Context: an optimization exercise on an open-source flow, tuned for small area, a short achievable clock period and few clock cycles. The choices shown serve that exercise and are no tape-out recipe. In this exercise RTL edits were held to simulation tests only and were not proved equivalent to the original. Power and IR drop assume default switching activity.

`flow/constraint.sdc`:
```
create_clock -name core_clock -period 80.0 [get_ports {pclk}]
set_input_delay 16.0000 -clock core_clock [delete_from_list [all_inputs] [get_ports {pclk}]]
set_output_delay 16.0000 -clock core_clock [all_outputs]
set_load 0.01 [all_outputs]
```
`flow/config.mk`:
```
export PLATFORM = sky130hd
export DESIGN_NAME = sun
export DESIGN_NICKNAME = sun
export VERILOG_FILES = /design/flow/design.v
export SDC_FILE = /design/flow/constraint.sdc
export NUM_CORES = 4
export LEC_CHECK = 0
export CAP_MARGIN = 0
export CORE_MARGIN = 2
export CORE_UTILIZATION = 40
export PLACE_DENSITY = 0.6
export SLEW_MARGIN = 0
```
`flow/standard.sh`:
```
#!/bin/bash
# synth_recipe.tcl (not shown) runs the flow's synth.tcl, then flattens the netlist and writes it again
# the make line also repeats each setting of config.mk as NAME=value (left out here)
make -C /OpenROAD-flow-scripts/flow DESIGN_CONFIG=/design/flow/config.mk WORK_HOME=/design/flow/orfs CLKGATE_MAP_FILE= SYNTH_SCRIPT=/design/flow/synth_recipe.tcl "${@:-finish}"
```
`flow/flow/run.sh`:
```
#!/bin/bash
# Own layout flow: the standard flow (standard.sh) with two changes in how the
# layout is made:
#  - synthesis maps the logic with an area-oriented ABC script (flow/abc_area.script)
#    instead of ORFS's delay-oriented one; everything else in synthesis is unchanged,
#    so the registers (names, count, cells) are the standard synthesis's;
#  - the port buffers are sky130_fd_sc_hd__buf_2 cells.
# Each make run writes its full output to a log file in the work folder.
set -euo pipefail
W=$(pwd)
S="$W/scripts_area"
rm -rf "$S"
cp -r "$FLOW_HOME/scripts" "$S"
cp "$W/flow/abc_area.script" "$S/abc_speed.script"
bash standard.sh SCRIPTS_DIR="$S" synth > "$W/make_synth.log" 2>&1
bash standard.sh BUFFER_PORTS_ARGS="-buffer_cell sky130_fd_sc_hd__buf_2" finish > "$W/make_finish.log" 2>&1
```
`flow/design.v`:
```
module sun(
    pclk,
    presetn,
    psels,
    penables,
    pwrites,
    paddrs,
    pwdatas,
    prdatas,
    preadys
);
input pclk;
input presetn;
input psels;
input penables;
input pwrites;
input [31:0] paddrs;
input [31:0] pwdatas;
output [31:0] prdatas;
output preadys;
reg        ws;            
reg        rs;            
reg  [3:0] aq;            
reg        pr0;           
reg        prd;           
reg  [7:0] thr;
reg  [7:0] xmax;
reg  [7:0] ymax;
reg  [7:0] x;             
reg  [7:0] y;             
reg  [7:0] p;             
reg [30:0] r0;            
reg [30:0] r1;
reg        ph;            
reg [23:0] nit;           
reg  [7:0] hq;            
reg  [7:0] kq;            
reg  [1:0] st;            
reg        ac;            
reg        dv;            
reg        cl;            
reg  [4:0] c;             
reg [30:0] rd;            
wire       wa   = ws;                 
wire       ra   = rs;                 
wire       a0   = (aq == 4'd0);
wire       a1   = (aq == 4'd1);
wire       a2   = (aq == 4'd2);
wire       a3   = (aq == 4'd3);
wire       a4   = (aq == 4'd4);
wire       pix  = wa & a4;
wire       ctl  = wa & a0 & (p == 8'h01);
wire       busy = ac | dv;
wire [8:0] gb;
assign gb[0] = 1'b0;
genvar i;
generate for (i = 0; i < 8; i = i + 1) begin : g_cmp
    assign gb[i+1] = (p[i] & ~thr[i]) | (~(p[i] ^ thr[i]) & gb[i]);
end endgenerate
wire [7:0] I    = p & {8{gb[8]}};
wire       xend = (x == xmax);
wire       yend = (y == ymax);
reg  [3:0] dig;
always @(*) begin
    case ({ph, c[1]})
        2'b00: dig = y[3:0];
        2'b01: dig = y[7:4];
        2'b10: dig = x[3:0];
        default: dig = x[7:4];
    endcase
end
wire [7:0] pp0 = I & {8{dig[0]}};
wire [7:0] pp1 = I & {8{dig[1]}};
wire [7:0] pp2 = I & {8{dig[2]}};
wire [7:0] pp3 = I & {8{dig[3]}};
wire [8:0] m1c, m2c, m3c;
wire [7:0] m1s, m2s, m3s;
assign m1c[0] = 1'b0;
assign m2c[0] = 1'b0;
assign m3c[0] = 1'b0;
generate for (i = 0; i < 8; i = i + 1) begin : g_mul
    wire a1b = (i < 7) ? pp0[i+1] : 1'b0;
    assign m1s[i]   = a1b ^ pp1[i] ^ m1c[i];
    assign m1c[i+1] = (a1b & pp1[i]) | (m1c[i] & (a1b ^ pp1[i]));
    wire a2b = (i < 7) ? m1s[i+1] : m1c[8];
    assign m2s[i]   = a2b ^ pp2[i] ^ m2c[i];
    assign m2c[i+1] = (a2b & pp2[i]) | (m2c[i] & (a2b ^ pp2[i]));
    wire a3b = (i < 7) ? m2s[i+1] : m2c[8];
    assign m3s[i]   = a3b ^ pp3[i] ^ m3c[i];
    assign m3c[i+1] = (a3b & pp3[i]) | (m3c[i] & (a3b ^ pp3[i]));
end endgenerate
wire [11:0] pr   = {m3c[8], m3s, m2s[0], m1s[0], pp0[0]};
wire        stp  = pix | ac;
wire [15:0] addv = stp ? (c[1] ? {pr, 4'd0} : {4'd0, pr}) : 16'd0;
wire [30:0] ra_in = (ctl | cl) ? 31'd0 : r1;
wire [31:0] rc;
wire [30:0] rsum;
assign rc[0] = 1'b0;
generate for (i = 0; i < 31; i = i + 1) begin : g_ring
    wire b = (i < 16) ? addv[i] : 1'b0;
    assign rsum[i] = ra_in[i] ^ b ^ rc[i];
    assign rc[i+1] = (ra_in[i] & b) | (rc[i] & (ra_in[i] ^ b));
end endgenerate
wire [23:0] rem   = {x, y, p};
wire        first = dv & ((c == 5'd0) | (c == 5'd9));
wire [23:0] ps    = first ? {1'b0, r0[30:8]} : rem;
wire        nb    = first ? r0[7] : kq[7];
wire [24:0] da    = dv ? {ps, nb} : {17'h1ffff, ~I};
wire [24:0] db    = {1'b1, nit};
wire [25:0] dcy;
wire [24:0] t;
assign dcy[0] = 1'b1;
generate for (i = 0; i < 25; i = i + 1) begin : g_div
    assign t[i]     = da[i] ^ db[i] ^ dcy[i];
    assign dcy[i+1] = (da[i] & db[i]) | (dcy[i] & (da[i] ^ db[i]));
end endgenerate
wire        qb    = dcy[25] & ~(&nit);
wire [23:0] rn    = qb ? t[23:0] : {ps[22:0], nb};
wire        dstep = dv & (c != 5'd8) & ((c != 5'd0) | ~ph);
wire  [7:0] stb   = {1'b0, st == 2'b00, 2'b00, st == 2'b00, 1'b0, st};
always @(posedge pclk) begin
    ws <= psels & ~penables & pwrites & (paddrs[7:4] == 4'd0);
    rs <= psels & ~penables & ~pwrites & (paddrs[7:4] == 4'd0);
    aq <= paddrs[3:0];
    if (!busy)
        p <= pwdatas[7:0];
    if (wa & a1) thr  <= pwdatas[7:0];
    if (wa & a2) xmax <= pwdatas[7:0];
    if (wa & a3) ymax <= pwdatas[7:0];
    r0 <= rsum;
    r1 <= r0;
    ph <= ~ph;
    if (ctl) begin
        nit <= 24'hffffff;
        x   <= 8'd1;
        y   <= 8'd1;
        st  <= 2'b01;
        cl  <= 1'b1;
    end
    if (cl)
        cl <= 1'b0;
    if (ra) begin
        case (aq)
            4'h1: rd[7:0] <= thr;
            4'h5: rd[7:0] <= stb;
            4'h6, 4'h7: rd <= (r0 & {31{aq[0] ^ ~ph}}) | (r1 & {31{aq[0] ^ ph}});
            4'h8: rd <= {23'd0, hq};
            4'h9: rd <= {23'd0, kq};
            default: ;
        endcase
    end
    if (stp) begin
        ac <= 1'b1;
        c  <= c + 5'd1;
        if (c[1:0] == 2'd0)
            nit <= t[23:0];
        if (c[1:0] == 2'd3) begin
            ac <= 1'b0;
            c  <= 5'd0;
            if (xend) begin
                x <= 8'd1;
                if (yend) begin
                    st <= 2'b11;
                    dv <= 1'b1;
                end else begin
                    y  <= y + 8'd1;
                    st <= 2'b10;
                end
            end else begin
                x  <= x + 8'd1;
                st <= 2'b10;
            end
        end
    end
    if (dv) begin
        if ((c != 5'd0) | ~ph)
            c <= c + 5'd1;
        if (dstep) begin
            {x, y, p} <= rn;
            kq <= first ? {r0[6:0], qb} : {kq[6:0], qb};
        end
        if (c == 5'd8)
            hq <= kq;
        if (c == 5'd16) begin
            dv <= 1'b0;
            c  <= 5'd0;
            st <= 2'b00;
        end
    end
    pr0 <= wa & (aq <= 4'd4);
    prd <= pr0;
    if (!presetn) begin
        pr0 <= 1'b0;
        prd <= 1'b0;
        ac  <= 1'b0;
        dv  <= 1'b0;
        cl  <= 1'b0;
        c   <= 5'd0;
        ph  <= 1'b0;
    end
end
assign prdatas = {1'b0, rd};
assign preadys = prd;
endmodule
```
`flow/flow/abc_area.script`:
```
strash
dch -f
amap
```
==> results of run 1 <==
-- flip-flops by register name (all words and copies together), names as in the netlist --
| register | cells |
|---|---|
| ac | 1 |
| aq | 4 |
| c | 5 |
| cl | 1 |
| dv | 1 |
| hq | 8 |
| kq | 8 |
| nit | 24 |
| p | 8 |
| ph | 1 |
| pr0 | 1 |
| prd | 1 |
| r0 | 31 |
| r1 | 31 |
| rd | 31 |
| rs | 1 |
| st | 2 |
| thr | 8 |
| ws | 1 |
| x | 8 |
| xmax | 8 |
| y | 8 |
| ymax | 8 |
-- metal layers --
| layer | part of all wire [%] | vias up | global-route usage (%) |
|---|---|---|---|
| met5 | 0 | - | 0 |
| met4 | 1.5 | 0 | 5.56 |
| met3 | 4.8 | 20 | 2.93 |
| met2 | 45 | 228 | 30.9 |
| met1 | 49 | 3702 | 30.2 |
| li1 | - | 3645 | - |
-- cells in the mapped netlist (30+ instances only) --
master / count
a21oi_1: 56
clkinv_1: 124
dfxtp_1: 129
edfxtp_1: 71
fa_1: 58
ha_1: 33
nand2_1: 52
nor2_1: 120
nor2b_1: 32
o21ai_0: 40
o221a_1: 30
o22ai_1: 34
-- through the flow --
stage | hold slack, ps | cells
finish | 359 | 1383
global route | 366 | 1383
CTS | 359 | 1383
detailed placement | 347 | 1351
global placement | 342 | 1351
floorplan | 338 | 958
-- worst reg2reg max path, delay by kind of cell (launching register included) --
kind | cells | cell delay [ps]
compound gates | 8 | 1210
fa+ha+maj | 25 | 9660
buf+inv | 9 | 2220
flops | 1 | 310
simple gates | 4 | 300
-- placed cells by master (no fill, tap or decap), drive strengths merged, types with 2 or more instances in the layout --
cell type  synthesis  layout
o32ai              9       9
o22a              18      18
nor2b             32      32
o221ai            15      15
clkbuf             0      17
o21a               3       3
a22oi              3       3
a21oi             56      56
o22ai             34      34
a31o               2       2
nor4               7       7
fa                58      58
nand3             14      14
o211ai             6       6
nor2             120     120
nand2             52      52
o32a               2       2
a21o               5       5
a211oi             2       2
dfxtp            129     129
or2               14      14
inv                0      11
a2111oi            2       2
o21ai             40      40
buf                1      70
edfxtp            71      71
or3                4       4
nand2b            13      13
nor3              18      18
o221a             30      30
nand4              6       6
or4                3       3
a222oi             3       3
ha                33      33
a32oi              3       3
clkinv           124     128
a31oi             15      15
-- cell families after synthesis --
logic type / after synthesis / synth area share [%]
adder cells (fa/ha/maj): 91 / 15.9
AND/OR/NAND/NOR: 286 / 13.4
buffers and inverters: 125 / 4.78
flip-flops: 200 / 47.6
other: 1 / 0.0379
AO/OA/AOI/OAI: 254 / 18.2
XOR/XNOR: 1 / 0.0885
-- area by class of cell --
| cell class | count | area, sq um |
|---|---|---|
| flip-flops and latches | 200 | 4710 |
| well taps | 324 | 405 |
| fillers | 2273 | 13000 |
| multi-input cells | 633 | 4730 |
| clock inverters | 15 | 131 |
| clock buffers | 17 | 425 |
| inverters | 124 | 465 |
| repair buffers | 70 | 395 |
-- report_power, final --
part | leakage (nW) | internal, mW | switching, mW
clock network | 0.280 | 0.0413 | 0.0422
registers | 1.70 | 0.114 | 0.00822
logic | 2.22 | 0.0161 | 0.0210
total | 4.21 | 0.172 | 0.0714
-- path summary, 6_finish.rpt --
| kind | start | end | slack, ps | cells after the start |
|---|---|---|---|---|
| setup / recovery | rd[10]$_SDFFCE_PN0P_ | prdatas[10] | 63040 | 1 |
| hold / removal | r0[2]$_DFF_P_ | r1[2]$_DFF_P_ | 360 | 0 |
| setup reg to reg | c[1]$_SDFF_PN0_ | p[6]$_DFF_P_ | 66160 | 46 |
| hold reg to reg | r0[2]$_DFF_P_ | r1[2]$_DFF_P_ | 360 | 0 |
==> results.cfg, run 1 <==
[final_layout]
area_growth_pct = 13.9
drive_gt1_share_pct = 10.0
design_area_sq_um = 11300
final_nets = 1206
final_util_pct = 46.3
antenna_cells = 0

[global_route]
track_usage_pct = 20.3
grt_overflow = 0
grt_pass1_wl_microns = 41100
grt_antenna_before_repair = 0
grt_pass1_vias = 7419
grt_max_degree = 35

[placement]
io_buffers = 52
globalplace.congestion = 0.880
hpwl_microns = 18800
dpl_cell_area_sq_um = 10700
place_ws_ps = 63100

[timing]
worst_clock_skew_ps = 13.8
finalHoldViolCount = 0
finalCriticalPeriod_ps = 16960
worstMarginPinSlew_ps = 1030
max_freq_mhz = 58.9
fin_ws_ps = 63040
finalSetupViolCount = 0
fin_tns_setup_ps = 0
maxSlewHeadroom_pct = 30.5
rsz0062_at_grt = false
drv_slew = 0
finalCritPeriodShare_pct = 21.2

[synthesis]
avgSynthCellArea_sq_um = 10.3
synth_cells = 958
synth_seq_area_share_pct = 47.6
yosysWarnings = 1
netlist_top_cells_area = dfxtp_1 26%, edfxtp_1 22%, fa_1 12%
yosysTopAreaCell = dfxtp_1
synth_edf_count = 71
yosysUniqueCellTypes = 46
synth_ff_type = dfxtp_1
synth_top_area_share_pct = 26.1
yosys_register_bits = 200
ys_async_sr_fraction_pct = 0
synth_nets = 1118
syn_area_sq_um = 9900

[worst_setup_path]
cp_top_family = flip-flops
worst_path_max_delay_cell = edfxtp_1
worst-setup-path-type = reg -> out
worstSetupEndpointType = output port
max_stage_delay_ps = 380
crit_required_ps = 64000
arrival_ps = 960
path_max_fanout = 1
path_buf_inv = 1
crit_chain = buf_2
cp-start-kind = register

[floorplan]
core_area_sq_um = 24300
boundaryPins = 102
fp.dieH_microns = 161
dieArea_sq_um = 26000
start_util_pct = 40.7
rows = 57
die_w_microns = 161

[clock_tree]
cts.repair.resized = 0
tritoncts = done
clock_path_buffers = 2
post_cts_buffers = 0
htreeDepth = 4
cts-root-buf = clkbuf_16
insertion_delay_ps = 440
clock_sinks = 200
cts_buffers = 17
cts-hold-fix-buffers = 0
clkTransAtPathRegs_ps = 80

[drt]
routedWlPerCell_microns = 18.4
vias_per_cell = 5.49
wirelength_microns = 25400
dr_total_vias = 7595
drt_pass1_iterations = 5
drtIter0Drc = 672
remaining_drc_errors = 0
ant_nets = 0

[pwr]
power.leakage_nw = 4.21
power-per-cell-area_nw_per_um2 = 21.6
p_total_mw = 0.243
vdd_drop_max_mv = 0.0151

[status]
outcome = complete, no violations

[hold_path]
hold_class = reg -> reg

[job]
drv_cap = 0
Testbench counts, summed over its fixed seeds: cycles 20,016.
==> run 2, diff against run 1 <==
--- a/flow/config.mk
+++ b/flow/config.mk
@@ -6,7 +6,7 @@
 export NUM_CORES = 4
 export LEC_CHECK = 0
-export CAP_MARGIN = 0
+export CAP_MARGIN = 20
 export CORE_MARGIN = 2
 export CORE_UTILIZATION = 40
 export PLACE_DENSITY = 0.6
-export SLEW_MARGIN = 0
+export SLEW_MARGIN = 20
==> results.cfg, run 2 <==
[synthesis]
synth_edf_count = 71
syn_area_sq_um = 9900
synth_most_common_cell = dfxtp_1
synth_ff_type = dfxtp_1
yosysUniqueCellTypes = 46
synth_nets = 1118
avgSynthCellArea_sq_um = 10.3
synth_top_area_share_pct = 26.1
synth_cells = 958
yosysTopAreaCell = dfxtp_1
netlist_top_cells_area = dfxtp_1 26%, edfxtp_1 22%, fa_1 12%
yosysWarnings = 1
yosys_register_bits = 200
synth_commonest_cells = 129 x dfxtp_1, 124 x clkinv_1, 120 x nor2_1
ys_async_sr_fraction_pct = 0
synth_seq_area_share_pct = 47.6

[worst_setup_path]
path_max_fanout = 1
max_stage_delay_ps = 380
rr_worst_depth = 46
worstSetupEndpointType = output port
worst-setup-path-type = reg -> out
cp_top_family = flip-flops
cp-start-kind = register
arrival_ps = 960
rrSetupSlack_ps = 66130
crit_required_ps = 64000
reg2reg_to = p[6]$_DFF_P_
worst_path_max_delay_cell = edfxtp_1
rr_startpoint = c[1]$_SDFF_PN0_
path_buf_inv = 1
crit_chain = buf_2

[clock_tree]
htreeDepth = 4
insertion_delay_ps = 440
tritoncts = done
cts-hold-fix-buffers = 0
cts-root-buf = clkbuf_16
cts.repair.resized = 0
cts_buffers = 17
clock_sinks = 200
clkTransAtPathRegs_ps = 80
post_cts_buffers = 0
clock_path_buffers = 2

[timing]
maxSlewHeadroom_pct = 34.5
finalSetupViolCount = 0
worstMarginPinSlew_ps = 977
worst_clock_skew_ps = 13.9
finalCritPeriodShare_pct = 21.2
rsz0062_at_grt = false
fin_tns_setup_ps = 0
max_freq_mhz = 58.9
finalCriticalPeriod_ps = 16960
drv_slew = 0
finalHoldViolCount = 0

[global_route]
grt_pass1_vias = 7419
grt_pass1_wl_microns = 41100
track_usage_pct = 20.3
grt_antenna_before_repair = 0
grt_overflow = 0
grt_max_degree = 35

[floorplan]
fp.dieH_microns = 161
rows = 57
core_area_sq_um = 24300
dieArea_sq_um = 26000
start_util_pct = 40.7
boundaryPins = 102
die_w_microns = 161

[drt]
ant_nets = 0
vias_per_cell = 5.51
dr_total_vias = 7625
drt_pass1_iterations = 6
drtIter0Drc = 631
wirelength_microns = 25400
routedWlPerCell_microns = 18.4
remaining_drc_errors = 0

[final_layout]
drive_gt1_share_pct = 10.1
final_cell_mix = 129 x dfxtp_1, 124 x clkinv_1, 119 x nor2_1, 71 x edfxtp_1, 58 x fa_1
layout_commonest_cell = dfxtp_1
reg_top3 = r0 x31, r1 x31, rd x31
final_nets = 1206
area_growth_pct = 13.9
antenna_cells = 0

[hold_path]
whs_path_depth = 0
min-delay-start = r0[2]$_DFF_P_
hold_end = r1[2]$_DFF_P_
hold_class = reg -> reg

[pwr]
power-per-cell-area_nw_per_um2 = 21.5
p_total_mw = 0.243
vdd_drop_max_mv = 0.0150
power.leakage_nw = 4.21

[placement]
io_buffers = 52
globalplace.congestion = 0.880
hpwl_microns = 18800

[job]
drv_cap = 0

[status]
outcome = complete, no violations
run 2: layout make-up:
| cell class | count | area, sq um |
|---|---|---|
| flip-flops and latches | 200 | 4710 |
| clock buffers | 17 | 425 |
| fillers | 2272 | 13000 |
| repair buffers | 70 | 395 |
| multi-input cells | 633 | 4740 |
| clock inverters | 15 | 131 |
| inverters | 124 | 465 |
| well taps | 324 | 405 |
run 2: power breakdown:
| group | switching (mW) | leakage, nW | internal [mW] |
|---|---|---|---|
| clock | 0.0422 | 0.280 | 0.0413 |
| combinational | 0.0210 | 2.22 | 0.0161 |
| sequential | 0.00817 | 1.70 | 0.114 |
run 2: how the worst max path moves through the flow:
stage	start	to	slack, ps	cells past startpoint
floorplan	paddrs[4]	ws$_DFF_P_	63220	2
global placement	paddrs[4]	ws$_DFF_P_	63080	3
detailed placement	paddrs[4]	ws$_DFF_P_	63100	3
CTS	rd[10]$_SDFFCE_PN0P_	prdatas[10]	63020	1
global route	rd[29]$_SDFFCE_PN0P_	prdatas[29]	62990	1
finish	rd[10]$_SDFFCE_PN0P_	prdatas[10]	63040	1
run 2: metrics by stage:
step	hold slack [ps]	cell area, sq um	util [%]	worst slack, ps	cells
5_1_grt	366	11300	46.4	62990	1383
4_1_cts	359	11300	46.3	63020	1383
2_1_floorplan	338	9900	-	63220	958
3_3_place_gp	342	10700	44.1	63080	1351
6_report	358	11300	46.4	63040	1383
3_5_place_dp	347	10700	44.1	63100	1351
run 2: cell families (layout without fill, tap and decap cells):
| family | Yosys count | in the layout | share of synthesized area, % |
|---|---|---|---|
| adders and majority gates | 91 | 91 | 15.9 |
| and+or+nand+nor | 286 | 286 | 13.4 |
| AOI/OAI and AO/OA | 254 | 254 | 18.2 |
| xor gates and xnor gates | 1 | 1 | 0.0885 |
| buffers and inverters | 125 | 226 | 4.78 |
| DFF | 200 | 200 | 47.6 |
| other | 1 | 1 | 0.0379 |
run 2: per-layer routing:
layer  share of wire [%]  GRT usage, %
met3                 5.5          2.93
met5                   0             0
met2                  45          30.9
met4                 1.6          5.56
met1                  48          30.2
==> run 3, diff against run 2 <==
--- a/flow/flow/run.sh
+++ b/flow/flow/run.sh
@@ -5,5 +5,6 @@
 #    instead of ORFS's delay-oriented one; everything else in synthesis is unchanged,
 #    so the registers (names, count, cells) are the standard synthesis's;
-#  - the port buffers are sky130_fd_sc_hd__buf_2 cells.
+#  - the port buffers are sky130_fd_sc_hd__buf_2 cells;
+#  - clock tree synthesis adds no dummy loads (same tree otherwise).
 # Each make run writes its full output to a log file in the work folder.
 set -euo pipefail
@@ -14,3 +15,4 @@
 cp "$W/flow/abc_area.script" "$S/abc_speed.script"
 bash standard.sh SCRIPTS_DIR="$S" synth > "$W/make_synth.log" 2>&1
-bash standard.sh BUFFER_PORTS_ARGS="-buffer_cell sky130_fd_sc_hd__buf_2" finish > "$W/make_finish.log" 2>&1
+bash standard.sh BUFFER_PORTS_ARGS="-buffer_cell sky130_fd_sc_hd__buf_2" \
+    CTS_ARGS="-sink_clustering_enable -repair_clock_nets -dont_use_dummy_load" finish > "$W/make_finish.log" 2>&1
==> results.cfg, run 3 <==
[synthesis]
synth_edf_count = 71
synth_nets = 1118
synth_top_area_share_pct = 26.1
yosysWarnings = 1
synth_seq_area_share_pct = 47.6
syn_area_sq_um = 9900
yosysUniqueCellTypes = 46
netlist_top_cells_area = dfxtp_1 26%, edfxtp_1 22%, fa_1 12%
ys_async_sr_fraction_pct = 0
yosysTopAreaCell = dfxtp_1
synth_cells = 958
avgSynthCellArea_sq_um = 10.3
synth_ff_type = dfxtp_1
synth_commonest_cells = 129 x dfxtp_1, 124 x clkinv_1, 120 x nor2_1
yosys_register_bits = 200
synth_most_common_cell = dfxtp_1

[clock_tree]
tritoncts = done
cts.repair.resized = 0
clock_sinks = 200
cts-hold-fix-buffers = 0
htreeDepth = 4
clock_path_buffers = 2
clkTransAtPathRegs_ps = 70
cts-root-buf = clkbuf_16
post_cts_buffers = 0
insertion_delay_ps = 450
cts_buffers = 17

[drt]
routedWlPerCell_microns = 18.6
drt_pass1_iterations = 5
ant_nets = 0
vias_per_cell = 5.52
remaining_drc_errors = 0
wirelength_microns = 25400
drtIter0Drc = 585
dr_total_vias = 7555

[pwr]
p_total_mw = 0.230
power-per-cell-area_nw_per_um2 = 20.6
power.leakage_nw = 4.14
vdd_drop_max_mv = 0.0150

[worst_setup_path]
crit_chain = buf_2
crit_required_ps = 64000
worstSetupEndpointType = output port
rr_worst_depth = 46
path_max_fanout = 1
path_depth = 1
max_stage_delay_ps = 360
cp-start-kind = register
path_buf_inv = 1
arrival_ps = 950
worst_path_max_delay_cell = edfxtp_1
cp_top_family = flip-flops
worst-setup-path-type = reg -> out

[floorplan]
die_w_microns = 161
start_util_pct = 40.7
boundaryPins = 102
core_area_sq_um = 24300
rows = 57
dieArea_sq_um = 26000
fp.dieH_microns = 161

[final_layout]
multiInputGateArea_sq_um = 4740
drive_gt1_share_pct = 8.81
layout_commonest_cell = dfxtp_1
reg_top3 = r0 x31, r1 x31, rd x31
antenna_cells = 0
final_nets = 1206
num-fill-cells = 2282
area_growth_pct = 12.6
design_area_sq_um = 11100
regArea_sq_um = 4710
final_cell_mix = 129 x dfxtp_1, 124 x clkinv_1, 119 x nor2_1, 71 x edfxtp_1, 58 x fa_1

[global_route]
grt_pass1_vias = 7382
track_usage_pct = 20.2
grt_antenna_before_repair = 0
grt_max_degree = 35
grt_pass1_wl_microns = 40900
grt_overflow = 0

[timing]
finalCriticalPeriod_ps = 16950
max_freq_mhz = 59.0
drv_slew = 0
rsz0062_at_grt = false
maxSlewHeadroom_pct = 34.0
fin_tns_setup_ps = 0
worst_clock_skew_ps = 30.2
worstMarginPinSlew_ps = 984
finalSetupViolCount = 0
finalCritPeriodShare_pct = 21.2
finalHoldViolCount = 0

[hold_path]
whs_path_depth = 0
hold_class = reg -> reg

[job]
drv_cap = 0

[placement]
hpwl_microns = 18800
dpl_cell_area_sq_um = 10700
globalplace.congestion = 0.880
io_buffers = 52

[status]
outcome = complete, no violations
## run 3: metal layers
metal	GRT usage [%]	share of wire, %	up-vias
met2	30.7	44	227
met4	5.93	1.7	0
li1	-	-	3635
met5	0	0	-
met3	2.72	5.1	19
met1	30.1	49	3674
## run 3: layout make-up
cell class | count | area share, %
Inverter | 124 | 4.18
Sequential cell | 200 | 42.3
Clock buffer | 17 | 3.82
Tap cell | 324 | 3.64
Multi-Input combinational cell | 633 | 42.5
Timing Repair Buffer | 70 | 3.55
## run 3: cell families after synthesis
group	share of synthesized area, %
buf+inv	4.78
simple gates	13.4
flops	47.6
fa+ha+maj	15.9
other cells	0.0379
xor+xnor	0.0885
compound gates	18.2
## run 3: worst paths after layout
kind / start / end / slack [ps]
hold reg to reg: r0[2]$_DFF_P_ / r1[2]$_DFF_P_ / 360
setup / recovery: rd[5]$_DFFE_PP_ / prdatas[5] / 63050
setup reg to reg: c[1]$_SDFF_PN0_ / p[6]$_DFF_P_ / 66140
hold / removal: r0[2]$_DFF_P_ / r1[2]$_DFF_P_ / 360
## run 3: power breakdown
part	total (mW)	internal (mW)	switching, mW
clock	0.0704	0.0370	0.0334
combinational	0.0371	0.0161	0.0210
sequential	0.123	0.114	0.00817
total	0.230	0.167	0.0626
## run 3: stage by stage
| step | setup slack (ps) | utilization (%) | hold slack [ps] | instances |
|---|---|---|---|---|
| 2_1_floorplan | 63220 | - | 338 | 958 |
| 3_3_place_gp | 63080 | 44.1 | 342 | 1351 |
| 3_5_place_dp | 63100 | 44.1 | 347 | 1351 |
| 4_1_cts | 63040 | 45.8 | 358 | 1368 |
| 5_1_grt | 62990 | 45.8 | 365 | 1368 |
| 6_report | 63050 | 45.8 | 357 | 1368 |
==> run 4, diff against run 3 <==
--- a/flow/flow/run.sh
+++ b/flow/flow/run.sh
@@ -5,5 +5,5 @@
 #    instead of ORFS's delay-oriented one; everything else in synthesis is unchanged,
 #    so the registers (names, count, cells) are the standard synthesis's;
-#  - the port buffers are sky130_fd_sc_hd__buf_2 cells;
+#  - the port buffers are sky130_fd_sc_hd__buf_1 cells;
 #  - clock tree synthesis adds no dummy loads (same tree otherwise).
 # Each make run writes its full output to a log file in the work folder.
@@ -15,4 +15,4 @@
 cp "$W/flow/abc_area.script" "$S/abc_speed.script"
 bash standard.sh SCRIPTS_DIR="$S" synth > "$W/make_synth.log" 2>&1
-bash standard.sh BUFFER_PORTS_ARGS="-buffer_cell sky130_fd_sc_hd__buf_2" \
+bash standard.sh BUFFER_PORTS_ARGS="-buffer_cell sky130_fd_sc_hd__buf_1" \
     CTS_ARGS="-sink_clustering_enable -repair_clock_nets -dont_use_dummy_load" finish > "$W/make_finish.log" 2>&1
==> results.cfg, run 4 <==
[pwr]
pwr-share-seq_pct = 53.3
p_switching_mw = 0.0623
switching_share_pct = 27.1
p_comb_share_pct = 16.1
vdd_drop_max_mv = 0.0153
p_int_mw = 0.167
power-per-cell-area_nw_per_um2 = 20.7
power.leakage_nw = 3.99
pwr-share-clk_pct = 30.6

[final_layout]
area_growth_pct = 11.9
drive_gt1_share_pct = 3.83
final_cell_mix = 129 x dfxtp_1, 124 x clkinv_1, 119 x nor2_1, 71 x edfxtp_1, 58 x fa_1
final_nets = 1206
reg_top3 = r0 x31, r1 x31, rd x31
layout_commonest_cell = dfxtp_1
antenna_cells = 0

[synthesis]
yosys_register_bits = 200
synth_nets = 1118
synth_ff_type = dfxtp_1
synth_cells = 958
avgSynthCellArea_sq_um = 10.3
synth_most_common_cell = dfxtp_1
yosysTopAreaCell = dfxtp_1
synth_seq_area_share_pct = 47.6
ys_async_sr_fraction_pct = 0
syn_area_sq_um = 9900
synth_commonest_cells = 129 x dfxtp_1, 124 x clkinv_1, 120 x nor2_1
yosysUniqueCellTypes = 46
netlist_top_cells_area = dfxtp_1 26%, edfxtp_1 22%, fa_1 12%
yosysWarnings = 1
synth_top_area_share_pct = 26.1
synth_edf_count = 71

[timing]
finalSetupViolCount = 0
rsz0062_at_grt = false
worst_clock_skew_ps = 26.9
finalCriticalPeriod_ps = 16950
finalHoldViolCount = 0
drv_slew = 0
maxSlewHeadroom_pct = 36.8
max_freq_mhz = 59.0
fin_tns_setup_ps = 0
fin_ws_ps = 63050
finalCritPeriodShare_pct = 21.2
worstMarginPinSlew_ps = 943

[status]
outcome = complete, no violations

[global_route]
track_usage_pct = 20.2
grt_pass1_vias = 7317
grt_overflow = 0
grt_antenna_before_repair = 0
grt_max_degree = 35
grt_pass1_wl_microns = 40500

[drt]
routedWlPerCell_microns = 18.4
ant_nets = 0
drtIter0Drc = 585
vias_per_cell = 5.53
wirelength_microns = 25200
dr_total_vias = 7562
remaining_drc_errors = 0
drt_pass1_iterations = 5

[worst_setup_path]
worstSetupEndpointType = output port
max_stage_delay_ps = 380
arrival_ps = 950
cp_top_family = flip-flops
crit_required_ps = 64000
worst_path_max_delay_cell = edfxtp_1
crit_start = rd[7]$_DFFE_PP_
crit_chain = buf_1
cp-start-kind = register
path_max_fanout = 1
rr_startpoint = c[1]$_SDFF_PN0_
path_buf_inv = 1
worst-setup-path-type = reg -> out

[floorplan]
start_util_pct = 40.7
rows = 57
boundaryPins = 102
dieArea_sq_um = 26000
fp.dieH_microns = 161
core_area_sq_um = 24300
die_w_microns = 161

[clock_tree]
cts-hold-fix-buffers = 0
clock_path_buffers = 2
clock_sinks = 200
cts_buffers = 17
cts.repair.resized = 0
tritoncts = done
htreeDepth = 4
cts-root-buf = clkbuf_16
insertion_delay_ps = 440
post_cts_buffers = 0
clkTransAtPathRegs_ps = 70

[job]
drv_cap = 0

[hold_path]
hold_class = reg -> reg
min-delay-start = r0[2]$_DFF_P_

[placement]
globalplace.congestion = 0.878
place_ws_ps = 63070
hpwl_microns = 18800
io_buffers = 52
run 4: changes by cell type in the layout (fill, tap and decap cells not counted):
cell   delta
buf_2    -52
buf_1    +52
run 4: final timing paths:
check	to	slack [ps]	depth (start not counted)
max	prdatas[7]	63050	1
max reg2reg	p[5]$_DFF_P_	66170	46
min reg2reg	r1[2]$_DFF_P_	360	0
min	r1[2]$_DFF_P_	360	0
run 4: kinds of logic (layout without fill, tap and decap cells):
logic type / Yosys count / after routing / share of synthesized area (%)
compound gates: 254 / 254 / 18.2
xor+xnor: 1 / 1 / 0.0885
fa+ha+maj: 91 / 91 / 15.9
buf+inv: 125 / 211 / 4.78
flops: 200 / 200 / 47.6
other cells: 1 / 1 / 0.0379
simple gates: 286 / 286 / 13.4
run 4: worst register-to-register path, delay by kind of cell (launching register included):
| kind | cells | cell delay (ps) |
|---|---|---|
| simple gates | 4 | 320 |
| fa+ha+maj | 25 | 9720 |
| flops | 1 | 310 |
| compound gates | 8 | 1150 |
| buf+inv | 9 | 2190 |
run 4: routing by layer:
metal / vias to the layer above / share of wire, % / global-route usage, %
li1: 3622 / - / -
met1: 3699 / 48 / 29.4
met2: 221 / 44 / 31.6
met3: 20 / 5.7 / 3.08
met4: 0 / 1.7 / 5.52
met5: - / 0 / 0
run 4: cell type report:
class / instances / area, sq um
fill: 2321 / 13200
multi-input combinational: 633 / 4740
inverter: 124 / 465
sequential: 200 / 4710
clock buffer: 17 / 425
tap: 324 / 405
timing repair buffer: 70 / 330
run 4: stage by stage:
stage	power [mW]	util, %	hold WS, ps	cell area, sq um	std cells
6_report	0.230	45.6	358	11100	1368
5_1_grt	0.241	45.6	368	11100	1368
4_1_cts	0.231	45.5	360	11100	1368
3_5_place_dp	0.161	43.8	350	10600	1351
3_3_place_gp	0.161	43.8	344	10600	1351
2_1_floorplan	0.150	-	338	9900	958
run 4: power by group through the flow:
stage / Sequential [mW] / Combinational [mW] / Clock (mW)
4_1_cts: 0.122 / 0.0371 / 0.0719
2_1_floorplan: 0.122 / 0.0278 / 0
5_1_grt: 0.124 / 0.0423 / 0.0753
6_report: 0.122 / 0.0369 / 0.0703
3_3_place_gp: 0.124 / 0.0363 / 0
3_5_place_dp: 0.125 / 0.0368 / 0
==> run 5, diff against run 4 <==
--- a/flow/flow/run.sh
+++ b/flow/flow/run.sh
@@ -1,4 +1,4 @@
 #!/bin/bash
-# Own layout flow: the standard flow (standard.sh) with two changes in how the
+# Own layout flow: the standard flow (standard.sh) with these changes in how the
 # layout is made:
 #  - synthesis maps the logic with an area-oriented ABC script (flow/abc_area.script)
==> results.cfg, run 5 <==
[worst_setup_path]
cp-start-kind = register
path_buf_inv = 1
crit_required_ps = 64000
rr_startpoint = c[1]$_SDFF_PN0_
worst_path_max_delay_cell = edfxtp_1
worstSetupEndpointType = output port
crit_start = rd[7]$_DFFE_PP_
cp_top_family = flip-flops
max_stage_delay_ps = 380
worst-setup-path-type = reg -> out
crit_chain = buf_1
path_max_fanout = 1
arrival_ps = 950

[floorplan]
start_util_pct = 40.7
die_w_microns = 161
rows = 57
dieArea_sq_um = 26000
fp.dieH_microns = 161
boundaryPins = 102
core_area_sq_um = 24300

[final_layout]
layout_commonest_cell = dfxtp_1
antenna_cells = 0
finalNonFillerCells = 1368
num-fill-cells = 2321
reg_top3 = r0 x31, r1 x31, rd x31
final_nets = 1206
drive_gt1_share_pct = 3.83
final_cell_mix = 129 x dfxtp_1, 124 x clkinv_1, 119 x nor2_1, 71 x edfxtp_1, 58 x fa_1
final_util_pct = 45.6
area_growth_pct = 11.9
design_area_sq_um = 11100

[clock_tree]
htreeDepth = 4
tritoncts = done
cts_buffers = 17
cts.repair.resized = 0
cts-root-buf = clkbuf_16
post_cts_buffers = 0
clkTransAtPathRegs_ps = 70
clock_path_buffers = 2
insertion_delay_ps = 440
clock_sinks = 200
cts-hold-fix-buffers = 0

[pwr]
p_int_mw = 0.167
pwr-share-clk_pct = 30.6
power-per-cell-area_nw_per_um2 = 20.7
switching_share_pct = 27.1
pwr-share-seq_pct = 53.3
power.leakage_nw = 3.99
p_total_mw = 0.230
p_switching_mw = 0.0623
p_comb_share_pct = 16.1
vdd_drop_max_mv = 0.0153

[placement]
dpl_cell_area_sq_um = 10600
hpwl_microns = 18800
dp_cells = 1351
place_ws_ps = 63070
globalplace.congestion = 0.878
io_buffers = 52

[drt]
routedWlPerCell_microns = 18.4
drtIter0Drc = 585
wirelength_microns = 25200
vias_per_cell = 5.53
drt_pass1_iterations = 5
ant_nets = 0
dr_total_vias = 7562
remaining_drc_errors = 0

[timing]
finalSetupViolCount = 0
holdWs_ps = 358
finalCritPeriodShare_pct = 21.2
finalCriticalPeriod_ps = 16950
finalHoldViolCount = 0
worst_clock_skew_ps = 26.9
fin_tns_setup_ps = 0
rsz0062_at_grt = false
max_freq_mhz = 59.0
maxSlewHeadroom_pct = 36.8
fin_ws_ps = 63050
drv_slew = 0
worstMarginPinSlew_ps = 943

[synthesis]
ys_async_sr_fraction_pct = 0
synth_cells = 958
yosysUniqueCellTypes = 46
yosysWarnings = 1
netlist_top_cells_area = dfxtp_1 26%, edfxtp_1 22%, fa_1 12%
syn_area_sq_um = 9900
synth_seq_area_share_pct = 47.6
synth_ff_type = dfxtp_1
avgSynthCellArea_sq_um = 10.3
synth_edf_count = 71
yosys_register_bits = 200
synth_most_common_cell = dfxtp_1
synth_nets = 1118
synth_top_area_share_pct = 26.1
synth_commonest_cells = 129 x dfxtp_1, 124 x clkinv_1, 120 x nor2_1
yosysTopAreaCell = dfxtp_1

[global_route]
track_usage_pct = 20.2
grt_overflow = 0
grt_antenna_before_repair = 0
grt_pass1_vias = 7317
grt_max_degree = 35
grt_pass1_wl_microns = 40500

[status]
outcome = complete, no violations

[hold_path]
hold_class = reg -> reg
min-delay-start = r0[2]$_DFF_P_

[job]
drv_cap = 0
-- run 5: cell counts after synthesis --
Identical to the previous run, type by type.
-- run 5: kinds of logic (layout without fill, tap and decap cells) --
kind of cell    Yosys count  count (layout)  synth area share [%]
buf+inv                 125             211                  4.78
simple gates            286             286                  13.4
fa+ha+maj                91              91                  15.9
flops                   200             200                  47.6
compound gates          254             254                  18.2
other cells               1               1                0.0379
xor+xnor                  1               1                0.0885
-- run 5: power by group through the flow --
stage,sequential [mW],combinational (mW),clock (mW)
floorplan,0.122,0.0278,0
global placement,0.124,0.0363,0
detailed placement,0.125,0.0368,0
CTS,0.122,0.0371,0.0719
global route,0.124,0.0423,0.0753
finish,0.122,0.0369,0.0703
-- run 5: final timing paths --
kind	to	slack [ps]	depth (start not counted)
worst max-delay path	prdatas[7]	63050	1
worst min-delay path	r1[2]$_DFF_P_	360	0
worst max register to register	p[5]$_DFF_P_	66170	46
worst min register to register	r1[2]$_DFF_P_	360	0
-- run 5: cell type report --
cell class	instances	area [sq um]	share of cell area (%)
Multi-Input combinational cell	633	4740	42.8
Clock buffer	17	425	3.84
Tap cell	324	405	3.66
Timing Repair Buffer	70	330	2.98
Sequential cell	200	4710	42.6
Inverter	124	465	4.20
-- run 5: layer usage --
metal	global-route usage (%)	vias up	share of wire, %
met3	3.08	20	5.7
met2	31.6	221	44
li1	-	3622	-
met5	0	-	0
met1	29.4	3699	48
met4	5.52	0	1.7
==> run 6, diff against run 5 <==
==> flow/flow/run.sh (replaced) <==
#!/bin/bash
# Own layout flow: the standard flow (standard.sh) with these changes in how the
# layout is made:
#  - synthesis maps the logic with an area-oriented ABC script (flow/abc_area.script)
#    instead of ORFS's delay-oriented one, and skips the quick generic ABC pass inside
#    Yosys's synth (synth -noabc for the fine stage), so the full adders written in
#    the RTL reach Yosys's full-adder extraction as written. Everything else in
#    synthesis is unchanged, so the registers (names, count, cells) are the standard
#    synthesis's;
#  - the port buffers are sky130_fd_sc_hd__buf_1 cells;
#  - clock tree synthesis adds no dummy loads (same tree otherwise).
# Each make run writes its full output to a log file in the work folder.
set -euo pipefail
W=$(pwd)
S="$W/scripts_area"
rm -rf "$S"
cp -r "$FLOW_HOME/scripts" "$S"
cp "$W/flow/abc_area.script" "$S/abc_speed.script"
sed -i 's/-run fine: {\*}\$synth_full_args/-run fine: -noabc {*}$synth_full_args/' "$S/synth.tcl"
grep -q -- '-run fine: -noabc' "$S/synth.tcl"
bash standard.sh SCRIPTS_DIR="$S" synth > "$W/make_synth.log" 2>&1
bash standard.sh BUFFER_PORTS_ARGS="-buffer_cell sky130_fd_sc_hd__buf_1" \
    CTS_ARGS="-sink_clustering_enable -repair_clock_nets -dont_use_dummy_load" \
    finish > "$W/make_finish.log" 2>&1
--- a/flow/config.mk
+++ b/flow/config.mk
@@ -9,4 +9,5 @@
 export CORE_MARGIN = 2
 export CORE_UTILIZATION = 40
+export GPL_TIMING_DRIVEN = 0
 export PLACE_DENSITY = 0.6
 export SLEW_MARGIN = 20
==> results.cfg, run 6 <==
[status]
outcome = complete, no violations

[clock_tree]
clock_path_buffers = 2
cts-hold-fix-buffers = 0
post_cts_buffers = 0
tritoncts = done
clkTransAtPathRegs_ps = 70
htreeDepth = 4
cts_buffers = 17
cts.repair.resized = 0
insertion_delay_ps = 440
clock_sinks = 200
cts-root-buf = clkbuf_16

[timing]
holdWs_ps = 373
maxSlewHeadroom_pct = 25.1
finalHoldViolCount = 0
worstMarginPinSlew_ps = 1120
finalCritPeriodShare_pct = 21.2
finalSetupViolCount = 0
worst_clock_skew_ps = 17.9
max_freq_mhz = 59.0
rsz0062_at_grt = false
drv_slew = 0
finalCriticalPeriod_ps = 16950
fin_tns_setup_ps = 0

[pwr]
switching_share_pct = 27.5
p_int_mw = 0.166
power.leakage_nw = 4.00
pwr-share-clk_pct = 30.9
p_comb_share_pct = 15.9
power-per-cell-area_nw_per_um2 = 21.0
vdd_drop_max_mv = 0.0160
p_switching_mw = 0.0628
pwr-share-seq_pct = 53.2

[synthesis]
ys_async_sr_fraction_pct = 0
netlist_top_cells_area = dfxtp_1 27%, edfxtp_1 22%, fa_1 12%
synth_cells = 909
synth_commonest_cells = 129 x dfxtp_1, 125 x nor2_1, 107 x clkinv_1
yosysTopAreaCell = dfxtp_1
yosysWarnings = 1
avgSynthCellArea_sq_um = 10.7
synth_top_area_share_pct = 26.6
synth_edf_count = 71
yosysUniqueCellTypes = 40
synth_most_common_cell = dfxtp_1
yosys_register_bits = 200
synth_nets = 1073
syn_area_sq_um = 9720
synth_ff_type = dfxtp_1
synth_seq_area_share_pct = 48.5

[job]
drv_cap = 0

[final_layout]
num-fill-cells = 2291
finalNonFillerCells = 1307
final_cell_mix = 129 x dfxtp_1, 123 x nor2_1, 105 x clkinv_1, 71 x edfxtp_1, 58 x fa_1
reg_top3 = r0 x31, r1 x31, rd x31
area_growth_pct = 12.3
final_nets = 1148
layout_commonest_cell = dfxtp_1
drive_gt1_share_pct = 3.56

[placement]
io_buffers = 52
hpwl_microns = 18100
globalplace.congestion = 0.881
dp_cells = 1289

[worst_setup_path]
path_max_fanout = 1
worst_path_max_delay_cell = edfxtp_1
worst-setup-path-type = reg -> out
arrival_ps = 950
rr_worst_depth = 39
worstSetupEndpointType = output port
crit_start = rd[24]$_SDFFCE_PP0P_
rr_startpoint = dv$_SDFF_PN0_
crit_chain = buf_1
cp_top_family = flip-flops
max_stage_delay_ps = 380
path_buf_inv = 1
path_depth = 1
crit_required_ps = 64000
cp-start-kind = register

[hold_path]
whs_path_depth = 0
min-delay-start = r0[27]$_DFF_P_
hold_class = reg -> reg

[floorplan]
dieArea_sq_um = 25600
core_area_sq_um = 24100
fp.dieH_microns = 160
rows = 57
boundaryPins = 102
start_util_pct = 40.3
die_w_microns = 160

[drt]
drtIter0Drc = 636
routedWlPerCell_microns = 19.0
remaining_drc_errors = 0
wirelength_microns = 24800
ant_nets = 0
drt_pass1_iterations = 5
dr_total_vias = 7236
vias_per_cell = 5.54

[global_route]
grt_pass1_wl_microns = 40200
grt_pass1_vias = 7027
grt_overflow = 0
grt_antenna_before_repair = 1
track_usage_pct = 20.2
grt_max_degree = 35
==> run 6: final cells by class <==
class                   count  area [sq um]  area share, %
clock buffers              17           425           3.90
repair buffers             56           293           2.68
inverters                 107           403           3.69
plain buffers               1          7.51         0.0688
flip-flops and latches    200          4710           43.2
multi-input cells         601          4660           42.7
well taps                 324           405           3.71
diodes                      1          2.50         0.0229
==> run 6: per-stage QoR <==
step	instance area, sq um	total power, mW	setup slack (ps)	util, %
floorplan	9720	0.148	63160	-
global placement	10300	0.158	62000	42.8
detailed placement	10500	0.160	62760	43.5
CTS	10900	0.230	63030	45.2
global route	10900	0.240	63000	45.3
finish	10900	0.229	63050	45.3
==> run 6: routing by layer <==
metal / vias to the layer above / global-route usage, % / wire [microns]
li1: 3457 / - / -
met1: 3545 / 30.4 / 12100
met2: 215 / 30.3 / 11100
met3: 19 / 3.25 / 1360
met4: 0 / 5.04 / 281
met5: - / 0 / 0
==> run 6: cells by family after synthesis <==
kind of cell | count (synthesis) | share of synthesized area (%)
flip-flops | 200 | 48.5
other | 1 | 0.0386
AND/OR/NAND/NOR | 268 | 12.4
AO/OA/AOI/OAI | 237 | 18.1
adder cells (fa/ha/maj) | 95 | 16.7
buffers and inverters | 108 | 4.21
==> run 6: worst register-to-register path: cells and delay by family (launching register included) <==
family,cells,cell delay (ps)
fa+ha+maj,24,9410
flops,1,1060
compound gates,6,1400
buf+inv,6,2180
simple gates,3,620
==> run 6: path summary, 6_finish.rpt <==
kind,end,slack (ps)
max reg2reg,y[3]$_DFF_P_,65220
min,r1[27]$_DFF_P_,370
min reg2reg,r1[27]$_DFF_P_,370
max,prdatas[24],63050
==> run 6: power by group through the flow <==
stage / Combinational (mW) / Sequential, mW / Clock, mW
after floorplan: 0.0269 / 0.121 / 0
after global routing: 0.0415 / 0.123 / 0.0757
after detailed placement: 0.0357 / 0.124 / 0
final: 0.0363 / 0.122 / 0.0707
after CTS: 0.0360 / 0.122 / 0.0723
after global placement: 0.0344 / 0.124 / 0
==> run 7, diff against run 6 <==
--- a/flow/flow/run.sh
+++ b/flow/flow/run.sh
@@ -21,4 +21,4 @@
 bash standard.sh SCRIPTS_DIR="$S" synth > "$W/make_synth.log" 2>&1
 bash standard.sh BUFFER_PORTS_ARGS="-buffer_cell sky130_fd_sc_hd__buf_1" \
-    CTS_ARGS="-sink_clustering_enable -repair_clock_nets -dont_use_dummy_load" \
+    CTS_ARGS="-sink_clustering_enable -repair_clock_nets -dont_use_dummy_load -root_buf sky130_fd_sc_hd__clkbuf_16 -buf_list sky130_fd_sc_hd__clkbuf_8" \
     finish > "$W/make_finish.log" 2>&1
==> results.cfg, run 7 <==
[pwr]
power.leakage_nw = 3.92
vdd_drop_max_mv = 0.0124
power-per-cell-area_nw_per_um2 = 19.5

[worst_setup_path]
path_max_fanout = 1
crit_required_ps = 64000
cp-start-kind = register
max_stage_delay_ps = 390
arrival_ps = 930
path_buf_inv = 1
path_depth = 1
worst-setup-path-type = reg -> out
rr_worst_depth = 39
worst_path_max_delay_cell = edfxtp_1
crit_chain = buf_1
cp_top_family = flip-flops
worstSetupEndpointType = output port

[global_route]
grt.busiest_layer = met1
grtUsageMet1_pct = 30.4
grt_pass1_wl_microns = 40000
grt_antenna_before_repair = 1
grt_pass1_vias = 6962
grt_overflow = 0
grt_max_degree = 35
grt.met3_usage_pct = 3.14
track_usage_pct = 20.1
met2_usage_pct = 30.2

[status]
outcome = complete, no violations

[floorplan]
die_w_microns = 160
rows = 57
fp.dieH_microns = 160
start_util_pct = 40.3
boundaryPins = 102
dieArea_sq_um = 25600
core_area_sq_um = 24100

[drt]
remaining_drc_errors = 0
routedWlPerCell_microns = 18.9
vias_per_cell = 5.54
wirelength_microns = 24700
drt_pass1_iterations = 6
drtIter0Drc = 589
dr_total_vias = 7238
ant_nets = 0

[synthesis]
synth_ff_type = dfxtp_1
synth_nets = 1073
avgSynthCellArea_sq_um = 10.7
yosys_register_bits = 200
yosysTopAreaCell = dfxtp_1
yosysWarnings = 1
synth_seq_area_share_pct = 48.5
netlist_top_cells_area = dfxtp_1 27%, edfxtp_1 22%, fa_1 12%
synth_cells = 909
synth_edf_count = 71
yosysUniqueCellTypes = 40
synth_commonest_cells = 129 x dfxtp_1, 125 x nor2_1, 107 x clkinv_1
synth_top_area_share_pct = 26.6
synth_most_common_cell = dfxtp_1
syn_area_sq_um = 9720
ys_async_sr_fraction_pct = 0

[placement]
hpwl_microns = 18100
io_buffers = 52
dpl_cell_area_sq_um = 10500
globalplace.congestion = 0.881

[final_layout]
design_area_sq_um = 10700
final_nets = 1148
reg_top3 = r0 x31, r1 x31, rd x31
area_growth_pct = 10.5
drive_gt1_share_pct = 3.56
layout_commonest_cell = dfxtp_1
final_cell_mix = 129 x dfxtp_1, 123 x nor2_1, 105 x clkinv_1, 71 x edfxtp_1, 58 x fa_1
num-fill-cells = 2316
antenna_cells = 0

[clock_tree]
cts_buffers = 17
tritoncts = done
cts-hold-fix-buffers = 0
cts-root-buf = clkbuf_16
clock_sinks = 200
clkTransAtPathRegs_ps = 100
insertion_delay_ps = 400
clock_path_buffers = 2
htreeDepth = 4
cts.repair.resized = 0
post_cts_buffers = 0

[timing]
worstMarginPinSlew_ps = 1120
maxSlewHeadroom_pct = 25.0
fin_tns_setup_ps = 0
worst_clock_skew_ps = 31.9
finalCriticalPeriod_ps = 16930
max_freq_mhz = 59.1
finalSetupViolCount = 0
drv_slew = 0
finalCritPeriodShare_pct = 21.2
rsz0062_at_grt = false
finalHoldViolCount = 0

[hold_path]
whs_path_depth = 0
hold_class = reg -> reg

[job]
drv_cap = 0
-- run 7: final cells by class --
class / count / area, sq um / share of cell area (%)
buffer: 1 / 7.51 / 0.0700
clock buffer: 17 / 245 / 2.29
inverter: 107 / 403 / 3.75
multi-input combinational: 601 / 4660 / 43.5
sequential: 200 / 4710 / 43.9
tap: 324 / 405 / 3.78
timing repair buffer: 56 / 293 / 2.73
-- run 7: through the flow --
stage | std cells | hold WS, ps | setup WS, ps | utilization [%] | power [mW]
final | 1306 | 364 | 63070 | 44.5 | 0.209
after global placement | 1285 | 360 | 62000 | 42.8 | 0.158
after CTS | 1306 | 368 | 63060 | 44.5 | 0.210
after floorplan | 909 | 347 | 63160 | - | 0.148
after detailed placement | 1289 | 364 | 62760 | 43.5 | 0.160
after global routing | 1306 | 368 | 63000 | 44.5 | 0.220
-- run 7: path summary, 6_finish.rpt --
kind | startpoint | end | slack (ps)
hold reg to reg | r0[27]$_DFF_P_ | r1[27]$_DFF_P_ | 360
hold / removal | r0[27]$_DFF_P_ | r1[27]$_DFF_P_ | 360
setup reg to reg | dv$_SDFF_PN0_ | y[3]$_DFF_P_ | 65270
setup / recovery | rd[24]$_SDFFCE_PP0P_ | prdatas[24] | 63070
-- run 7: logic make-up (layout without fill, tap and decap cells) --
family	after synthesis	after routing	share of synthesized area [%]
other cells	1	1	0.0386
buf+inv	108	181	4.21
fa+ha+maj	95	95	16.7
flops	200	200	48.5
compound gates	237	237	18.1
simple gates	268	268	12.4
-- run 7: metal layers --
metal  vias up  wire length (microns)
met5         -                      0
met4         0                    307
met3        25                   1380
met2       216                  10900
met1      3538                  12100
li1       3459                      -
-- run 7: power breakdown --
group          total, mW  switching, mW  internal, mW
clock             0.0515         0.0312        0.0202
combinational     0.0362         0.0207        0.0155
sequential         0.122        0.00853         0.113
==> run 8, diff against run 7 <==
--- a/flow/flow/run.sh
+++ b/flow/flow/run.sh
@@ -9,5 +9,5 @@
 #    synthesis's;
 #  - the port buffers are sky130_fd_sc_hd__buf_1 cells;
-#  - clock tree synthesis adds no dummy loads (same tree otherwise).
+#  - clock tree synthesis adds no dummy loads and uses clkbuf_8 below a clkbuf_16 root.
 # Each make run writes its full output to a log file in the work folder.
 set -euo pipefail
==> results.cfg, run 8 <==
[clock_tree]
cts_buffers = 17
htreeDepth = 4
post_cts_buffers = 0
clock_path_buffers = 2
cts.repair.resized = 0
clock_sinks = 200
cts-hold-fix-buffers = 0
tritoncts = done
clkTransAtPathRegs_ps = 100
insertion_delay_ps = 400
cts-root-buf = clkbuf_16

[drt]
dr_total_vias = 7238
wirelength_microns = 24700
drtIter0Drc = 589
vias_per_cell = 5.54
routedWlPerCell_microns = 18.9
remaining_drc_errors = 0
ant_nets = 0
drt_pass1_iterations = 6

[final_layout]
layout_commonest_cell = dfxtp_1
drive_gt1_share_pct = 3.56
num-fill-cells = 2316
area_growth_pct = 10.5
final_nets = 1148
final_cell_mix = 129 x dfxtp_1, 123 x nor2_1, 105 x clkinv_1, 71 x edfxtp_1, 58 x fa_1
reg_top3 = r0 x31, r1 x31, rd x31
finalNonFillerCells = 1306
design_area_sq_um = 10700
antenna_cells = 0

[floorplan]
boundaryPins = 102
fp.dieH_microns = 160
rows = 57
dieArea_sq_um = 25600
core_area_sq_um = 24100
die_w_microns = 160
start_util_pct = 40.3

[synthesis]
netlist_top_cells_area = dfxtp_1 27%, edfxtp_1 22%, fa_1 12%
synth_top_area_share_pct = 26.6
yosysWarnings = 1
synth_compound_area_share_pct = 18.1
yosysTopAreaCell = dfxtp_1
synth_cells = 909
synthXorXnorAreaFrac_pct = 0
synth_ff_type = dfxtp_1
synthMuxAreaShare_pct = 0
ys_async_sr_fraction_pct = 0
synthSimpleGateAreaFrac_pct = 12.4
synth_commonest_cells = 129 x dfxtp_1, 125 x nor2_1, 107 x clkinv_1
synth_top_family_by_area = compound AO/OA/AOI/OAI gates
syn_area_sq_um = 9720
synth_nets = 1073
yosysUniqueCellTypes = 40
synth_most_common_cell = dfxtp_1
yosys_register_bits = 200
avgSynthCellArea_sq_um = 10.7
synth_edf_count = 71
synth_seq_area_share_pct = 48.5
synthAdderAreaFrac_pct = 16.7

[placement]
globalplace.congestion = 0.881
io_buffers = 52
hpwl_microns = 18100
dp_cells = 1289
dpl_cell_area_sq_um = 10500

[hold_path]
hold_class = reg -> reg

[job]
drv_cap = 0

[worst_setup_path]
worstSetupEndpointType = output port
arrival_ps = 930
rr_startpoint = dv$_SDFF_PN0_
path_buf_inv = 1
cp_top_family = flip-flops
cp-start-kind = register
crit_chain = buf_1
crit_start = rd[24]$_SDFFCE_PP0P_
rr_worst_depth = 39
reg2reg_to = y[3]$_DFF_P_
worst-setup-path-type = reg -> out
rrSetupSlack_ps = 65270
crit_required_ps = 64000
path_depth = 1
crit_path_end = prdatas[24]
worst_path_max_delay_cell = edfxtp_1
max_stage_delay_ps = 390
path_max_fanout = 1

[timing]
finalCriticalPeriod_ps = 16930
finalCritPeriodShare_pct = 21.2
rsz0062_at_grt = false
maxSlewHeadroom_pct = 25.0
finalSetupViolCount = 0
worstMarginPinSlew_ps = 1120
max_freq_mhz = 59.1
fin_tns_setup_ps = 0
drv_slew = 0
finalHoldViolCount = 0
worst_clock_skew_ps = 31.9

[pwr]
power-per-cell-area_nw_per_um2 = 19.5
vdd_drop_max_mv = 0.0124
power.leakage_nw = 3.92
p_switching_mw = 0.0605
p_comb_share_pct = 17.3
pwr-share-seq_pct = 58.1
p_int_mw = 0.149
pwr-share-clk_pct = 24.6
switching_share_pct = 28.9

[global_route]
grt_max_degree = 35
grt_pass1_wl_microns = 40000
grt_pass1_vias = 6962
grt_antenna_before_repair = 1
track_usage_pct = 20.1
grt_overflow = 0

[status]
outcome = complete, no violations
## run 8: cell counts after synthesis
Identical to the previous run, type by type.
## run 8: power groups by stage
stage,clock (mW),sequential (mW),combinational (mW)
after floorplan,0,0.121,0.0269
after global placement,0,0.124,0.0344
after detailed placement,0,0.124,0.0357
after CTS,0.0529,0.122,0.0359
after global routing,0.0561,0.123,0.0414
final,0.0515,0.122,0.0362
## run 8: how the worst min path moves through the flow
stage                     cells past startpoint            from             end
after floorplan                               0  r0[30]$_DFF_P_  r1[30]$_DFF_P_
after global placement                        0   r0[7]$_DFF_P_   r1[7]$_DFF_P_
after detailed placement                      0   r0[0]$_DFF_P_   r1[0]$_DFF_P_
after CTS                                     0   r0[6]$_DFF_P_   r1[6]$_DFF_P_
after global routing                          0  r0[27]$_DFF_P_  r1[27]$_DFF_P_
final                                         0  r0[27]$_DFF_P_  r1[27]$_DFF_P_
## run 8: through the flow
stage	hold WS, ps	power, mW	utilization (%)	worst slack [ps]
floorplan	347	0.148	-	63160
global placement	360	0.158	42.8	62000
detailed placement	364	0.160	43.5	62760
CTS	368	0.210	44.5	63060
global route	368	0.220	44.5	63000
finish	364	0.209	44.5	63070
## run 8: final cells by class
cell class / count / area (sq um) / share of cell area (%)
Tap cell: 324 / 405 / 3.78
Sequential cell: 200 / 4710 / 43.9
Timing Repair Buffer: 56 / 293 / 2.73
Multi-Input combinational cell: 601 / 4660 / 43.5
Buffer: 1 / 7.51 / 0.0700
Clock buffer: 17 / 245 / 2.29
Inverter: 107 / 403 / 3.75
## run 8: cell families after synthesis
| kind of cell | after synthesis |
|---|---|
| simple gates | 268 |
| compound gates | 237 |
| flops | 200 |
| buf+inv | 108 |
| fa+ha+maj | 95 |
| other cells | 1 |
## run 8: layer usage
| layer | wire length [microns] | track usage [%] | share of wire, % |
|---|---|---|---|
| met3 | 1380 | 3.14 | 5.6 |
| met4 | 307 | 4.71 | 1.2 |
| met2 | 10900 | 30.2 | 44 |
| met1 | 12100 | 30.4 | 49 |
| met5 | 0 | 0 | 0 |
==> run 9, diff against run 8 <==
--- a/flow/design.v
+++ b/flow/design.v
@@ -36,4 +36,5 @@
 reg  [7:0] hq;            
 reg  [7:0] kq;            
+reg        od;            
 reg  [1:0] st;            
 reg        ac;            
@@ -102,9 +103,10 @@
     assign rc[i+1] = (ra_in[i] & b) | (rc[i] & (ra_in[i] ^ b));
 end endgenerate
+wire        last  = ac & (c[1:0] == 2'd3) & xend & yend;
 wire [23:0] rem   = {x, y, p};
-wire        first = dv & ((c == 5'd0) | (c == 5'd9));
+wire        first = last | (dv & (c == 5'd9));
 wire [23:0] ps    = first ? {1'b0, r0[30:8]} : rem;
 wire        nb    = first ? r0[7] : kq[7];
-wire [24:0] da    = dv ? {ps, nb} : {17'h1ffff, ~I};
+wire [24:0] da    = (dv | last) ? {ps, nb} : {17'h1ffff, ~I};
 wire [24:0] db    = {1'b1, nit};
 wire [25:0] dcy;
@@ -117,5 +119,5 @@
 wire        qb    = dcy[25] & ~(&nit);
 wire [23:0] rn    = qb ? t[23:0] : {ps[22:0], nb};
-wire        dstep = dv & (c != 5'd8) & ((c != 5'd0) | ~ph);
+wire        dstep = last | (dv & (c != 5'd8));
 wire  [7:0] stb   = {1'b0, st == 2'b00, 2'b00, st == 2'b00, 1'b0, st};
 always @(posedge pclk) begin
@@ -145,6 +147,5 @@
             4'h5: rd[7:0] <= stb;
             4'h6, 4'h7: rd <= (r0 & {31{aq[0] ^ ~ph}}) | (r1 & {31{aq[0] ^ ph}});
-            4'h8: rd <= {23'd0, hq};
-            4'h9: rd <= {23'd0, kq};
+            4'h8, 4'h9: rd <= {23'd0, (hq & {8{aq[0] ^ ~od}}) | (kq & {8{aq[0] ^ od}})};
             default: ;
         endcase
@@ -163,4 +164,6 @@
                     st <= 2'b11;
                     dv <= 1'b1;
+                    od <= ph;
+                    c  <= 5'd1;
                 end else begin
                     y  <= y + 8'd1;
@@ -173,18 +176,16 @@
         end
     end
-    if (dv) begin
-        if ((c != 5'd0) | ~ph)
-            c <= c + 5'd1;
-        if (dstep) begin
-            {x, y, p} <= rn;
-            kq <= first ? {r0[6:0], qb} : {kq[6:0], qb};
-        end
-        if (c == 5'd8)
-            hq <= kq;
-        if (c == 5'd16) begin
-            dv <= 1'b0;
-            c  <= 5'd0;
-            st <= 2'b00;
-        end
+    if (dv)
+        c <= c + 5'd1;
+    if (dstep) begin
+        {x, y, p} <= rn;
+        kq <= first ? {r0[6:0], qb} : {kq[6:0], qb};
+    end
+    if (dv & (c == 5'd8))
+        hq <= kq;
+    if (dv & (c == 5'd16)) begin
+        dv <= 1'b0;
+        c  <= 5'd0;
+        st <= 2'b00;
     end
     pr0 <= wa & (aq <= 4'd4);
==> results.cfg, run 9 <==
[status]
outcome = complete, no violations

[synthesis]
synth_seq_area_share_pct = 49.5
yosysTopAreaCell = dfxtp_1
synth_edf_count = 80
synth_commonest_cells = 121 x dfxtp_1, 115 x nor2_1, 85 x clkinv_1
synth_top_area_share_pct = 24.8
synth_ff_type = dfxtp_1
yosys_register_bits = 201
synth_most_common_cell = dfxtp_1
ys_async_sr_fraction_pct = 0
synth_cells = 879
yosysWarnings = 1
syn_area_sq_um = 9750
avgSynthCellArea_sq_um = 11.1
synth_nets = 1043
yosysUniqueCellTypes = 42
netlist_top_cells_area = dfxtp_1 25%, edfxtp_1 25%, fa_1 12%

[worst_setup_path]
max_stage_delay_ps = 380
arrival_ps = 980
crit_required_ps = 64000
cp_top_family = flip-flops
path_buf_inv = 1
cp-start-kind = register
path_max_fanout = 1
worstSetupEndpointType = output port
rrSetupSlack_ps = 65890
crit_chain = buf_1
worst-setup-path-type = reg -> out
worst_path_max_delay_cell = edfxtp_1

[final_layout]
finalNonFillerCells = 1304
layout_commonest_cell = dfxtp_1
drive_gt1_share_pct = 6.53
final_nets = 1146
reg_top3 = r0 x31, r1 x31, rd x31
final_cell_mix = 121 x dfxtp_1, 114 x nor2_1, 83 x clkinv_1, 80 x edfxtp_1, 58 x fa_1
antenna_cells = 0
area_growth_pct = 15.2
num-fill-cells = 2309

[drt]
vias_per_cell = 5.53
dr_total_vias = 7207
routedWlPerCell_microns = 19.3
drtIter0Drc = 384
remaining_drc_errors = 0
drt_pass1_iterations = 5
wirelength_microns = 25200
ant_nets = 0

[timing]
worstMarginPinSlew_ps = 1030
finalCritPeriodShare_pct = 21.2
max_freq_mhz = 58.9
finalSetupViolCount = 0
finalHoldViolCount = 0
fin_tns_setup_ps = 0
worst_clock_skew_ps = 23.7
finalCriticalPeriod_ps = 16980
maxSlewHeadroom_pct = 31.0
rsz0062_at_grt = false
drv_slew = 0
holdWs_ps = 368

[global_route]
grt_antenna_before_repair = 0
grt_overflow = 0
grt_pass1_vias = 7282
grt_pass1_wl_microns = 40200
track_usage_pct = 20.1
grt_max_degree = 42

[pwr]
power-per-cell-area_nw_per_um2 = 19.4
vdd_drop_max_mv = 0.0106
power.leakage_nw = 4.15

[clock_tree]
cts.repair.resized = 0
htreeDepth = 2
clkTransAtPathRegs_ps = 60
insertion_delay_ps = 470
cts-root-buf = clkbuf_16
clock_sinks = 201
post_cts_buffers = 0
clock_path_buffers = 3
cts_buffers = 36
cts-hold-fix-buffers = 0
tritoncts = done

[floorplan]
start_util_pct = 40.5
fp.dieH_microns = 160
dieArea_sq_um = 25600
boundaryPins = 102
die_w_microns = 160
core_area_sq_um = 24100
rows = 57

[placement]
globalplace.congestion = 0.858
hpwl_microns = 18300
io_buffers = 52
dp_cells = 1268

[job]
drv_cap = 0

[hold_path]
hold_class = reg -> reg
[run 9: cell count changes after synthesis, moves of 8 or more]
cell      before  now
a21oi_1       39   50
a31oi_1       11    3
clkinv_1     107   85
dfxtp_1      129  121
edfxtp_1      71   80
nand2_1       54   37
nor2_1       125  115
o21ai_0       15   27
o221a_1       31   22
o32a_1         5   23
or2_0          5   19
[run 9: layout make-up]
type	instances	area, sq um	area share, %
sequential	201	4820	43.0
multi-input combinational	592	4690	41.8
clock buffer	36	552	4.91
timing repair buffer	65	427	3.80
tap	324	405	3.61
inverter	85	322	2.86
buffer	1	7.51	0.0668
[run 9: cells by family after synthesis]
| kind of cell | count (synthesis) | synth area share [%] |
|---|---|---|
| compound gates | 256 | 19.2 |
| fa+ha+maj | 95 | 16.7 |
| buf+inv | 86 | 3.35 |
| flops | 201 | 49.5 |
| other cells | 1 | 0.0384 |
| simple gates | 240 | 11.3 |
[run 9: final timing paths]
check | end | depth (start not counted) | start
worst max register to register | p[6]$_DFFE_PP_ | 43 | y[6]$_DFF_P_
worst min register to register | r1[27]$_DFF_P_ | 0 | r0[27]$_DFF_P_
worst max-delay path | prdatas[21] | 1 | rd[21]$_SDFFCE_PP0P_
worst min-delay path | r1[27]$_DFF_P_ | 0 | r0[27]$_DFF_P_
[run 9: power by group]
| part | internal (mW) | total (mW) | leakage (nW) | switching (mW) |
|---|---|---|---|---|
| Clock | 0.0453 | 0.0834 | 0.285 | 0.0381 |
| Combinational | 0.00998 | 0.0210 | 2.17 | 0.0110 |
| Sequential | 0.110 | 0.114 | 1.69 | 0.00349 |
[run 9: metrics by stage]
stage               cell area, sq um  power [mW]  util (%)  worst slack [ps]
global route                   11200       0.228      46.6             62980
CTS                            11200       0.221      46.5             63000
global placement               10400       0.136      43.0             60800
finish                         11200       0.218      46.6             63020
detailed placement             10700       0.137      44.2             62890
floorplan                       9750       0.130         -             63210
[run 9: per-layer routing]
| metal | global-route usage (%) | up-vias | part of all wire, % |
|---|---|---|---|
| li1 | - | 3469 | - |
| met2 | 33.4 | 195 | 48 |
| met3 | 4.31 | 43 | 5.8 |
| met1 | 26.3 | 3500 | 44 |
| met5 | 0 | - | 0 |
| met4 | 6.22 | 0 | 2.3 |
Testbench counts of run 9, summed over its fixed seeds: cycles 19,920.

Re-timed with assumed drivers on the ports (clkbuf_16 on the clock, buf_2 on other inputs), run 9 has 62.970 ns of setup slack against 63.018 ns with ideal ports, and 62.872 ns once port delays also move by the mid clock arrival of 0.508 ns.
